What follows belongs to an exercise in optimizing a design on an open flow for small area; a production flow would make more cautious choices. Only simulation tests tie the RTL to the original design; equivalence was not proved. Power and IR drop assume default switching activity.

Design audio_core, start of the top module:
module audio_core(
	input clk,          
	input rst,          
	input tick,         
	input tick_1m,      
	input [15:0] accel_z,     
	input accel_valid,        
	output wire beat,   
	output [7:0] LED,   
	input PB_PLY, 	     
	input [3:0]  VOL,	  
	output P,		     
	output [3:0] SEGA,  
	output [7:0] SEGD,  
	output [7:0] BPM,   
	input [15:0] DATA,	  
	output note_req,      
	output song_end       
	);
export LEC_CHECK = 0
export CAP_MARGIN = 10
export CORE_MARGIN = 2
export CORE_UTILIZATION = 35
export CTS_BUF_LIST = sky130_fd_sc_hd__clkbuf_4 sky130_fd_sc_hd__clkbuf_8
export GPL_TIMING_DRIVEN = 0
export PLACE_DENSITY = 0.55
export SLEW_MARGIN = 10
create_clock -name core_clock -period 10.0 [get_ports {clk}]
standard.sh (not shown) runs the stock make flow with config.mk's settings and CLKGATE_MAP_FILE= SYNTH_SCRIPT=/design/flow/synth_recipe.tcl, a recipe that flattens the netlist after the stock synthesis.
==> flow/flow/run.sh <==
#!/bin/bash
# The standard layout (standard.sh) with these changes:
#  - synthesis: Yosys's abc step, which maps the logic between the registers
#    to cells, runs flow/area.abc (ABC's area-oriented mapping with area
#    recovery) instead of ORFS's script, and adders are not first cut out into
#    half/full-adder cells (ADDER_MAP_FILE empty), so that ABC maps them with
#    the rest. The synthesis is otherwise synth_recipe.tcl as it is, so the
#    registers, their names and their cells are the standard synthesis's.
#  - placement: every input and output port still gets a buffer, but a buf_1
#    (BUFFER_PORTS_ARGS) rather than the delay buffer buffer_ports picks.
#  - clock tree: no dummy loads (CTS_ARGS: the standard arguments and the
#    buffer list, with -dont_use_dummy_load).
# Every other step is the standard one. Make's output goes to flow_make.log,
# each step's log to orfs/logs/.
set -euo pipefail
W=$(pwd)
F=$W/flow
# synthesis script: an abc wrapper put in front of synth_recipe.tcl
{
	echo "proc abc {args} {"
	echo "  set i [lsearch -exact \$args -script]"
	echo "  if {\$i >= 0} { lset args [expr {\$i + 1}] {$F/area.abc} }"
	echo "  yosys abc {*}\$args"
	echo "}"
	cat "$W/synth_recipe.tcl"
} > "$W/area_synth.tcl"
# standard.sh with the synthesis script replaced and the extra settings
EXTRA="ADDER_MAP_FILE= 'BUFFER_PORTS_ARGS=-buffer_cell sky130_fd_sc_hd__buf_1'"
sed "s#SYNTH_SCRIPT=[^ ]*#SYNTH_SCRIPT=$W/area_synth.tcl $EXTRA#" "$W/standard.sh" > "$W/area_standard.sh"
grep -q "SYNTH_SCRIPT=$W/area_synth.tcl ADDER_MAP_FILE=" "$W/area_standard.sh"
export CTS_ARGS="-sink_clustering_enable -repair_clock_nets -buf_list {sky130_fd_sc_hd__clkbuf_4 sky130_fd_sc_hd__clkbuf_8} -dont_use_dummy_load"
bash "$W/area_standard.sh" "${@:-finish}" > "$W/flow_make.log" 2>&1
==> flow/flow/area.abc <==
strash
&get -n
&fraig -x
&put
dc2
strash
&get -n
&deepsyn -T 100
&dch -f
&nf -R 1000
&put
Change:
--- a/flow/flow/run.sh
+++ b/flow/flow/run.sh
@@ -30,3 +30,3 @@
 grep -q "SYNTH_SCRIPT=$W/area_synth.tcl ADDER_MAP_FILE=" "$W/area_standard.sh"
-export CTS_ARGS="-sink_clustering_enable -repair_clock_nets -buf_list {sky130_fd_sc_hd__clkbuf_4 sky130_fd_sc_hd__clkbuf_8} -dont_use_dummy_load"
+export CTS_ARGS="-sink_clustering_enable -repair_clock_nets -buf_list {sky130_fd_sc_hd__clkbuf_8} -sink_clustering_size 30 -sink_clustering_levels 1 -dont_use_dummy_load"
 bash "$W/area_standard.sh" "${@:-finish}" > "$W/flow_make.log" 2>&1
==> flow/flow/area.abc (replaced) <==
strash
&get -n
&fraig -x
&put
dc2
strash
&get -n
&dch -f
&nf -R 1000
&put
Cell area goes up by about 5%.
Combinational power goes up by about 6%.
Power goes up by 1.5%.
Utilization goes down by 0.23 points.
Maximum frequency goes up by about 1.3%.
Final cell count goes up by about 5%.
Setup slack improved by 0.12 ns.
Via count goes up by 8.3%.
Sequential power stays flat.


Setup of run 1:
Starting RTL as in the previous note.
clock: 10.0 ns
lec_check: 0
cap_margin: 10
core_margin: 2
core_utilization: 35
cts_buf_list: sky130_fd_sc_hd__clkbuf_4 sky130_fd_sc_hd__clkbuf_8
gpl_timing_driven: 0
place_density: 0.55
slew_margin: 10
==> flow/flow/run.sh <==
#!/bin/bash
# The standard layout (standard.sh) with these changes:
#  - synthesis: Yosys's abc step, which maps the logic between the registers
#    to cells, runs flow/area.abc (ABC's area-oriented mapping with area
#    recovery) instead of ORFS's script, and adders are not first cut out into
#    half/full-adder cells (ADDER_MAP_FILE empty), so that ABC maps them with
#    the rest. The synthesis is otherwise synth_recipe.tcl as it is, so the
#    registers, their names and their cells are the standard synthesis's.
#  - placement: every input and output port still gets a buffer, but a buf_1
#    (BUFFER_PORTS_ARGS) rather than the delay buffer buffer_ports picks.
#  - clock tree: no dummy loads (CTS_ARGS: the standard arguments and the
#    buffer list, with -dont_use_dummy_load).
# Every other step is the standard one. Make's output goes to flow_make.log,
# each step's log to orfs/logs/.
set -euo pipefail
W=$(pwd)
F=$W/flow
# synthesis script: an abc wrapper put in front of synth_recipe.tcl
{
	echo "proc abc {args} {"
	echo "  set i [lsearch -exact \$args -script]"
	echo "  if {\$i >= 0} { lset args [expr {\$i + 1}] {$F/area.abc} }"
	echo "  yosys abc {*}\$args"
	echo "}"
	cat "$W/synth_recipe.tcl"
} > "$W/area_synth.tcl"
# standard.sh with the synthesis script replaced and the extra settings
EXTRA="ADDER_MAP_FILE= 'BUFFER_PORTS_ARGS=-buffer_cell sky130_fd_sc_hd__buf_1'"
sed "s#SYNTH_SCRIPT=[^ ]*#SYNTH_SCRIPT=$W/area_synth.tcl $EXTRA#" "$W/standard.sh" > "$W/area_standard.sh"
grep -q "SYNTH_SCRIPT=$W/area_synth.tcl ADDER_MAP_FILE=" "$W/area_standard.sh"
export CTS_ARGS="-repair_clock_nets -buf_list {sky130_fd_sc_hd__clkbuf_8} -dont_use_dummy_load"
bash "$W/area_standard.sh" "${@:-finish}" > "$W/flow_make.log" 2>&1
==> flow/flow/area.abc <==
strash
&get -n
&fraig -x
&put
dc2
strash
&get -n
&dch -f
&nf -R 1000
&put
### run 1 -> run 2
--- a/flow/flow/run.sh
+++ b/flow/flow/run.sh
@@ -29,4 +29,4 @@
 sed "s#SYNTH_SCRIPT=[^ ]*#SYNTH_SCRIPT=$W/area_synth.tcl $EXTRA#" "$W/standard.sh" > "$W/area_standard.sh"
 grep -q "SYNTH_SCRIPT=$W/area_synth.tcl ADDER_MAP_FILE=" "$W/area_standard.sh"
-export CTS_ARGS="-repair_clock_nets -buf_list {sky130_fd_sc_hd__clkbuf_8} -dont_use_dummy_load"
+export CTS_ARGS="-sink_clustering_enable -repair_clock_nets -buf_list {sky130_fd_sc_hd__clkbuf_4 sky130_fd_sc_hd__clkbuf_8} -dont_use_dummy_load"
 bash "$W/area_standard.sh" "${@:-finish}" > "$W/flow_make.log" 2>&1
==> flow/flow/area.abc <==
strash
&get -n
&fraig -x
&put
dc2
strash
&get -n
&deepsyn -T 100
&dch -f
&nf -R 1000
&put
strash
&get -n
&dch -f
&nf -R 1000
&put
### Flow results
Run 1 ended up with more cell instances than run 2 did.
From run 1 to run 2 the numbers moved as follows: fraction of area in multi-input gates decreased 1.6 points; area of all sequential standard cells essentially unchanged; register-to-register setup slack decreased 90 ps; design internal power decreased 0.0000079 W; number of different library cells in the post-synthesis netlist decreased 1.6%.
Run 2 ended up with sky130_fd_sc_hd__maj3_1 as its slowest cell on the critical path; run 1 ended up with sky130_fd_sc_hd__clkinv_1.
Against run 1, non-clock buffer count in run 2 rose by a few percent.
Run 2 — largest net degree at the start of global routing 9 lower, run 1 as reference
#### Input delta (run 3 over run 2)
Settings: swapping 0.55 for 0.7 in PLACE_DENSITY; swapping 35 for 60 in CORE_UTILIZATION.
==> flow/flow/area.abc <==
strash
&get -n
&fraig -x
&put
dc2
strash
&get -n
&deepsyn -T 100
&dch -f
&nf -R 1000
&put
[summary]
On run 3: wire length of the first global-routing pass is 3.3% lower than what run 2 gave. Flip-flop and latch share of the layout cell area is lower on run 2. Route | run 3 vs run 2 | wire shorter in run 3. Looking at run 2 and run 3, the number of instances in the synthesized netlist is a wash.
### run 3 -> run 4
Settings: CORE_UTILIZATION changed from 60 to 35; PLACE_DENSITY changed from 0.7 to 0.55.
--- a/flow/flow/run.sh
+++ b/flow/flow/run.sh
@@ -29,4 +29,4 @@
 sed "s#SYNTH_SCRIPT=[^ ]*#SYNTH_SCRIPT=$W/area_synth.tcl $EXTRA#" "$W/standard.sh" > "$W/area_standard.sh"
 grep -q "SYNTH_SCRIPT=$W/area_synth.tcl ADDER_MAP_FILE=" "$W/area_standard.sh"
-export CTS_ARGS="-sink_clustering_enable -repair_clock_nets -buf_list {sky130_fd_sc_hd__clkbuf_4 sky130_fd_sc_hd__clkbuf_8} -dont_use_dummy_load"
+export CTS_ARGS="-sink_clustering_enable -repair_clock_nets -buf_list {sky130_fd_sc_hd__clkbuf_16} -sink_clustering_size 40 -sink_clustering_max_diameter 150 -dont_use_dummy_load"
 bash "$W/area_standard.sh" "${@:-finish}" > "$W/flow_make.log" 2>&1
--- a/flow/flow/area.abc
+++ b/flow/flow/area.abc
@@ -10,2 +10,7 @@
 &nf -R 1000
 &put
+strash
+&get -n
+&dch -f
+&nf -R 1000
+&put
In run 4 relative to run 3, wire length of the first global-routing pass had gone up by a few percent. Side by side, overall fraction of global-route tracks in use turned out lower in run 4 than in run 3. Area overhead of the layout relative to synthesis in run 4 is 4.4 points above run 3. Run 4 ended up with a lower CTS clock-pin slew for the worst setup and hold paths than run 3 did. When run 4 is set beside run 3, its slack of the critical path turns out to be 52 ps smaller. Area of the die, run 4 and run 3, lower one = run 3. Run 3 ended up with sky130_fd_sc_hd__nand2_1 as its most common cell after layout, fill and taps aside; run 4 ended up with sky130_fd_sc_hd__nor2_1. Final total power delta for run 4 relative to run 3: about 13% higher.
Inputs modified between run 4 and run 5:
Settings: a change of SLEW_MARGIN from 10 to 5; a change of CAP_MARGIN from 10 to 5.
--- a/flow/flow/run.sh
+++ b/flow/flow/run.sh
@@ -29,4 +29,4 @@
 sed "s#SYNTH_SCRIPT=[^ ]*#SYNTH_SCRIPT=$W/area_synth.tcl $EXTRA#" "$W/standard.sh" > "$W/area_standard.sh"
 grep -q "SYNTH_SCRIPT=$W/area_synth.tcl ADDER_MAP_FILE=" "$W/area_standard.sh"
-export CTS_ARGS="-sink_clustering_enable -repair_clock_nets -buf_list {sky130_fd_sc_hd__clkbuf_16} -sink_clustering_size 40 -sink_clustering_max_diameter 150 -dont_use_dummy_load"
+export CTS_ARGS="-sink_clustering_enable -repair_clock_nets -buf_list {sky130_fd_sc_hd__clkbuf_8} -sink_clustering_size 30 -sink_clustering_max_diameter 120 -dont_use_dummy_load"
 bash "$W/area_standard.sh" "${@:-finish}" > "$W/flow_make.log" 2>&1
### Flow results
Going from run 4 to run 5, total via count in the routed design lost 71, reg-to-reg setup timing slack picked up an extra 60 ps, count of placed standard cells in the final layout, fillers left out level. Total length of routed wires was lower in the run labelled run 5. In terms of post-synthesis cell count, run 5 and run 4 differ only marginally. Final area (lower): run 5. Run 5 vs. run 4: maximum number of pins on one net before global-route repair went up by 18%. Relative to run 4, the share of cell area taken by flip-flops and latches of run 5 is higher by 0.38 points.

## static timing again, ports no longer ideal
Ports are ideal in the flow. The routed layouts listed here were re-timed in OpenROAD. Step 1 assumes that a clkbuf_16 drives the clock port and a buf_2 every other input. Step 2 also shifts input and output timing later by t, the mid clock arrival at the registers, as if the neighbouring blocks saw the same clock. Slacks: no drivers / after step 1 / after step 2; pairs: no drivers / after step 1.
run	shift t [ns]	slack for setup (ns)	pins driven straight from the clock port
the first run of note 1	0.484	0.897 / 0.897 / 0.897	1
the second run of note 1	0.484	1.017 / 1.017 / 1.017	1
run 1	0.484	1.017 / 1.017 / 1.017	1
run 2	0.490	0.924 / 0.924 / 0.924	1
run 3	0.473	0.943 / 0.943 / 0.943	1
run 4	0.474	0.891 / 0.891 / 0.891	1
run 5	0.496	0.952 / 0.952 / 0.952	1
After both steps setup and hold are still met in every run listed.
